Context: an optimization exercise on an open-source flow, tuned for small area and a short achievable clock period. The choices shown serve that exercise and are no tape-out recipe. At most, simulation tests tie the RTL to the original design; equivalence was not proved. Power figures rest on the tool's default switching activity, not on a simulated workload.

==> run a <==
## glm_update_datapath
module glm_update_datapath
#(
    parameter VALUES_PER_LINE = 4
)
(
    input  logic clk,
    input  logic reset,
    input  logic trigger,
    input  logic [31:0] scalar,
    input  logic [32*VALUES_PER_LINE-1:0] vector,
    input  logic [32*VALUES_PER_LINE-1:0] model,
    output logic [32*VALUES_PER_LINE-1:0] result,
    output logic result_valid
);
    localparam LAT = 9;
    logic [LAT-1:0] valid;
    always_ff @(posedge clk)
    begin
        if (reset)
            valid <= '0;
        else
            valid <= {valid[LAT-2:0], trigger};
    end
    assign result_valid = valid[LAT-1];
    wire [25:0] bm = {2'b00, 1'b1, scalar[22:0]};
    logic [12:0] enc_one, enc_two, enc_neg;
    always_comb
    begin
        for (int j = 0; j < 13; j++)
        begin
            logic b1, b0, bl;
            b1 = bm[2*j+1];
            b0 = bm[2*j];
            bl = (j > 0) ? bm[2*j-1] : 1'b0;
            enc_one[j] = b0 ^ bl;
            enc_two[j] = (b1 & ~b0 & ~bl) | (~b1 & b0 & bl);
  ...
==> flow/config.mk <==
export PLATFORM = sky130hd
export DESIGN_NAME = glm_update_datapath
export DESIGN_NICKNAME = glm_update_datapath
export VERILOG_FILES = /design/flow/design.v
export SDC_FILE = /design/flow/constraint.sdc
export NUM_CORES = 4
export LEC_CHECK = 0
export CAP_MARGIN = 20
export CORE_MARGIN = 2
export CORE_UTILIZATION = 55
export SETUP_SLACK_MARGIN = 5
export SLEW_MARGIN = 20
==> flow/constraint.sdc <==
create_clock -name core_clock -period 10.0 [get_ports {clk}]
set_input_delay 2.0000 -clock core_clock [delete_from_list [all_inputs] [get_ports {clk}]]
set_output_delay 2.0000 -clock core_clock [all_outputs]
set_load 0.01 [all_outputs]
standard.sh (not shown) runs the stock make flow with config.mk's settings and CLKGATE_MAP_FILE= SYNTH_SCRIPT=/design/flow/synth_recipe.tcl, a recipe that flattens the netlist after the stock synthesis.
==> flow/flow/run.sh <==
#!/bin/bash
set -euo pipefail
MARGIN=${MARGIN:-6}
sed -E "s/SETUP_SLACK_MARGIN=[0-9.]+/SETUP_SLACK_MARGIN=${MARGIN}/" standard.sh > standard_margin.sh
bash standard_margin.sh > standard.log 2>&1
==> run b (differences from run a) <==
--- a/flow/design.v
+++ b/flow/design.v
@@ -979,14 +979,18 @@
             enc_one[j] = b0 ^ bl;
             enc_two[j] = (b1 & ~b0 & ~bl) | (~b1 & b0 & bl);
             enc_neg[j] = b1;
         end
     end
+    logic [12:0] c0_one, c0_two, c0_neg;
     logic        c0_sa, c0_za, c0_ia, c0_na;
     logic [7:0]  c0_ea;
     always_ff @(posedge clk)
     begin
+        c0_one <= enc_one;
+        c0_two <= enc_two;
+        c0_neg <= enc_neg;
         c0_sa  <= scalar[31];
         c0_ea  <= scalar[30:23];
         c0_za  <= (scalar[30:23] == 8'd0);
         c0_ia  <= (scalar[30:23] == 8'hFF) && (scalar[22:0] == 23'd0);
         c0_na  <= (scalar[30:23] == 8'hFF) && (scalar[22:0] != 23'd0);
@@ -995,13 +999,13 @@
     generate
         for (i = 0; i < VALUES_PER_LINE; i = i + 1)
         begin: gen_lane
             glm_update_lane lane (
                 .clk(clk),
-                .one(enc_one),
-                .two(enc_two),
-                .neg(enc_neg),
+                .one(c0_one),
+                .two(c0_two),
+                .neg(c0_neg),
                 .sa(c0_sa),
                 .ea(c0_ea),
                 .za(c0_za),
                 .ia(c0_ia),
                 .na(c0_na),
@@ -1024,33 +1028,28 @@
     input  logic        na,
     input  logic [31:0] vector,
     input  logic [31:0] model,
     output logic [31:0] result
 );
-    wire        vnz = (vector[30:23] != 8'd0);
     logic [31:0] c0_b, c0_m;
-    logic [12:0] c0_one, c0_two, c0_neg;
     always_ff @(posedge clk)
     begin
-        c0_b   <= vector;
-        c0_m   <= model;
-        c0_one <= one & {13{vnz}};
-        c0_two <= two & {13{vnz}};
-        c0_neg <= neg & {13{vnz}};
+        c0_b <= vector;
+        c0_m <= model;
     end
     wire [31:0] b = c0_b;
     wire       zb = (b[30:23] == 8'd0);
     wire       xb = (b[30:23] == 8'hFF);
     wire       fb = (b[22:0] != 23'd0);
     wire       ib = xb & ~fb;
     wire       nb = xb & fb;
     wire [47:0] px, py;
     glm_mul mul (
         .clk(clk),
-        .one(c0_one),
-        .two(c0_two),
-        .neg(c0_neg),
+        .one(one),
+        .two(two),
+        .neg(neg),
         .a({1'b1, b[22:0]}),
         .x(px),
         .y(py));
     logic        c1_sign, c1_nan, c1_inf, c1_zero;
     logic [9:0]  c1_exp;
==> flow/run.sh (new file) <==
#!/bin/bash
# synth_recipe.tcl (not shown) runs the flow's synth.tcl, then flattens the netlist and writes it again
# the make line also repeats each setting of config.mk as NAME=value (left out here)
make -C /OpenROAD-flow-scripts/flow DESIGN_CONFIG=/design/flow/config.mk WORK_HOME=/design/flow/orfs CLKGATE_MAP_FILE= SYNTH_SCRIPT=/design/flow/synth_recipe.tcl finish
removed: flow/flow/run.sh
removed: flow/standard.sh
==> run c (differences from run a) <==
--- a/flow/design.v
+++ b/flow/design.v
@@ -979,14 +979,18 @@
             enc_one[j] = b0 ^ bl;
             enc_two[j] = (b1 & ~b0 & ~bl) | (~b1 & b0 & bl);
             enc_neg[j] = b1;
         end
     end
+    logic [12:0] c0_one, c0_two, c0_neg;
     logic        c0_sa, c0_za, c0_ia, c0_na;
     logic [7:0]  c0_ea;
     always_ff @(posedge clk)
     begin
+        c0_one <= enc_one;
+        c0_two <= enc_two;
+        c0_neg <= enc_neg;
         c0_sa  <= scalar[31];
         c0_ea  <= scalar[30:23];
         c0_za  <= (scalar[30:23] == 8'd0);
         c0_ia  <= (scalar[30:23] == 8'hFF) && (scalar[22:0] == 23'd0);
         c0_na  <= (scalar[30:23] == 8'hFF) && (scalar[22:0] != 23'd0);
@@ -995,13 +999,13 @@
     generate
         for (i = 0; i < VALUES_PER_LINE; i = i + 1)
         begin: gen_lane
             glm_update_lane lane (
                 .clk(clk),
-                .one(enc_one),
-                .two(enc_two),
-                .neg(enc_neg),
+                .one(c0_one),
+                .two(c0_two),
+                .neg(c0_neg),
                 .sa(c0_sa),
                 .ea(c0_ea),
                 .za(c0_za),
                 .ia(c0_ia),
                 .na(c0_na),
@@ -1024,33 +1028,28 @@
     input  logic        na,
     input  logic [31:0] vector,
     input  logic [31:0] model,
     output logic [31:0] result
 );
-    wire        vnz = (vector[30:23] != 8'd0);
     logic [31:0] c0_b, c0_m;
-    logic [12:0] c0_one, c0_two, c0_neg;
     always_ff @(posedge clk)
     begin
-        c0_b   <= vector;
-        c0_m   <= model;
-        c0_one <= one & {13{vnz}};
-        c0_two <= two & {13{vnz}};
-        c0_neg <= neg & {13{vnz}};
+        c0_b <= vector;
+        c0_m <= model;
     end
     wire [31:0] b = c0_b;
     wire       zb = (b[30:23] == 8'd0);
     wire       xb = (b[30:23] == 8'hFF);
     wire       fb = (b[22:0] != 23'd0);
     wire       ib = xb & ~fb;
     wire       nb = xb & fb;
     wire [47:0] px, py;
     glm_mul mul (
         .clk(clk),
-        .one(c0_one),
-        .two(c0_two),
-        .neg(c0_neg),
+        .one(one),
+        .two(two),
+        .neg(neg),
         .a({1'b1, b[22:0]}),
         .x(px),
         .y(py));
     logic        c1_sign, c1_nan, c1_inf, c1_zero;
     logic [9:0]  c1_exp;
==> flow/flow/run.sh (replaced) <==
#!/bin/bash
set -euo pipefail
MARGIN=${MARGIN:-6}
CTS="-sink_clustering_enable -repair_clock_nets -dont_use_dummy_load -buf_list sky130_fd_sc_hd__clkbuf_4"
sed -E "s/SETUP_SLACK_MARGIN=[0-9.]+/SETUP_SLACK_MARGIN=${MARGIN} CTS_ARGS='${CTS}'/" standard.sh > standard_margin.sh
bash standard_margin.sh > standard.log 2>&1
==> run d (differences from run a) <==
--- a/flow/design.v
+++ b/flow/design.v
@@ -979,14 +979,18 @@
             enc_one[j] = b0 ^ bl;
             enc_two[j] = (b1 & ~b0 & ~bl) | (~b1 & b0 & bl);
             enc_neg[j] = b1;
         end
     end
+    logic [12:0] c0_one, c0_two, c0_neg;
     logic        c0_sa, c0_za, c0_ia, c0_na;
     logic [7:0]  c0_ea;
     always_ff @(posedge clk)
     begin
+        c0_one <= enc_one;
+        c0_two <= enc_two;
+        c0_neg <= enc_neg;
         c0_sa  <= scalar[31];
         c0_ea  <= scalar[30:23];
         c0_za  <= (scalar[30:23] == 8'd0);
         c0_ia  <= (scalar[30:23] == 8'hFF) && (scalar[22:0] == 23'd0);
         c0_na  <= (scalar[30:23] == 8'hFF) && (scalar[22:0] != 23'd0);
@@ -995,13 +999,13 @@
     generate
         for (i = 0; i < VALUES_PER_LINE; i = i + 1)
         begin: gen_lane
             glm_update_lane lane (
                 .clk(clk),
-                .one(enc_one),
-                .two(enc_two),
-                .neg(enc_neg),
+                .one(c0_one),
+                .two(c0_two),
+                .neg(c0_neg),
                 .sa(c0_sa),
                 .ea(c0_ea),
                 .za(c0_za),
                 .ia(c0_ia),
                 .na(c0_na),
@@ -1024,33 +1028,28 @@
     input  logic        na,
     input  logic [31:0] vector,
     input  logic [31:0] model,
     output logic [31:0] result
 );
-    wire        vnz = (vector[30:23] != 8'd0);
     logic [31:0] c0_b, c0_m;
-    logic [12:0] c0_one, c0_two, c0_neg;
     always_ff @(posedge clk)
     begin
-        c0_b   <= vector;
-        c0_m   <= model;
-        c0_one <= one & {13{vnz}};
-        c0_two <= two & {13{vnz}};
-        c0_neg <= neg & {13{vnz}};
+        c0_b <= vector;
+        c0_m <= model;
     end
     wire [31:0] b = c0_b;
     wire       zb = (b[30:23] == 8'd0);
     wire       xb = (b[30:23] == 8'hFF);
     wire       fb = (b[22:0] != 23'd0);
     wire       ib = xb & ~fb;
     wire       nb = xb & fb;
     wire [47:0] px, py;
     glm_mul mul (
         .clk(clk),
-        .one(c0_one),
-        .two(c0_two),
-        .neg(c0_neg),
+        .one(one),
+        .two(two),
+        .neg(neg),
         .a({1'b1, b[22:0]}),
         .x(px),
         .y(py));
     logic        c1_sign, c1_nan, c1_inf, c1_zero;
     logic [9:0]  c1_exp;
==> notes.md <==
The highest register-to-register slack belongs to run a, the lowest to run b. Setup slack: run a is better than run b (1.0 ns). Power, highest first: run a, run d, run b, run c. Sequential share of layout area is about the same in run a and run b. Sequential power is about the same in run c and run b. In combinational power, run a and run d hardly differ. Global-route usage, lowest first: run a, run b, run d, run c. Between run b and run c, the lower wire length is in run b (gap 6.6%, measured against run c). Cell count: run a > run c > run d > run b.
No functional check of the RTL was part of run a.

==> port drivers added, routing unchanged <==
The flow's constraints put no driver on any port. The routed layouts listed below were extracted and timed again, unchanged, in two steps.
Step 1, drivers: a clkbuf_16 drives clk and a buf_2 each remaining input, both assumed.
Step 2, shift: input delay + t, output delay - t, t = (earliest + latest rising clock arrival at the registers) / 2. This alone moves slack from input paths to output paths.
Three values: ideal ports, drivers, drivers and shift; two values: the first two.
run	t (ns)	setup WS [ns]	latest minus earliest clock arrival (ns)
run a	1.003	6.020 / 5.985 / 5.549	0.065 / 0.064
run b	1.002	5.002 / 5.002 / 5.002	0.063 / 0.063
run c	1.590	5.899 / 5.899 / 5.647	0.242 / 0.242
run d	1.007	5.934 / 5.934 / 5.699	0.055 / 0.055
After both steps setup and hold are still met in every run listed. For run a, which loses most, drivers alone change the setup slack by -0.035 ns; drivers and shift together by -0.471 ns.
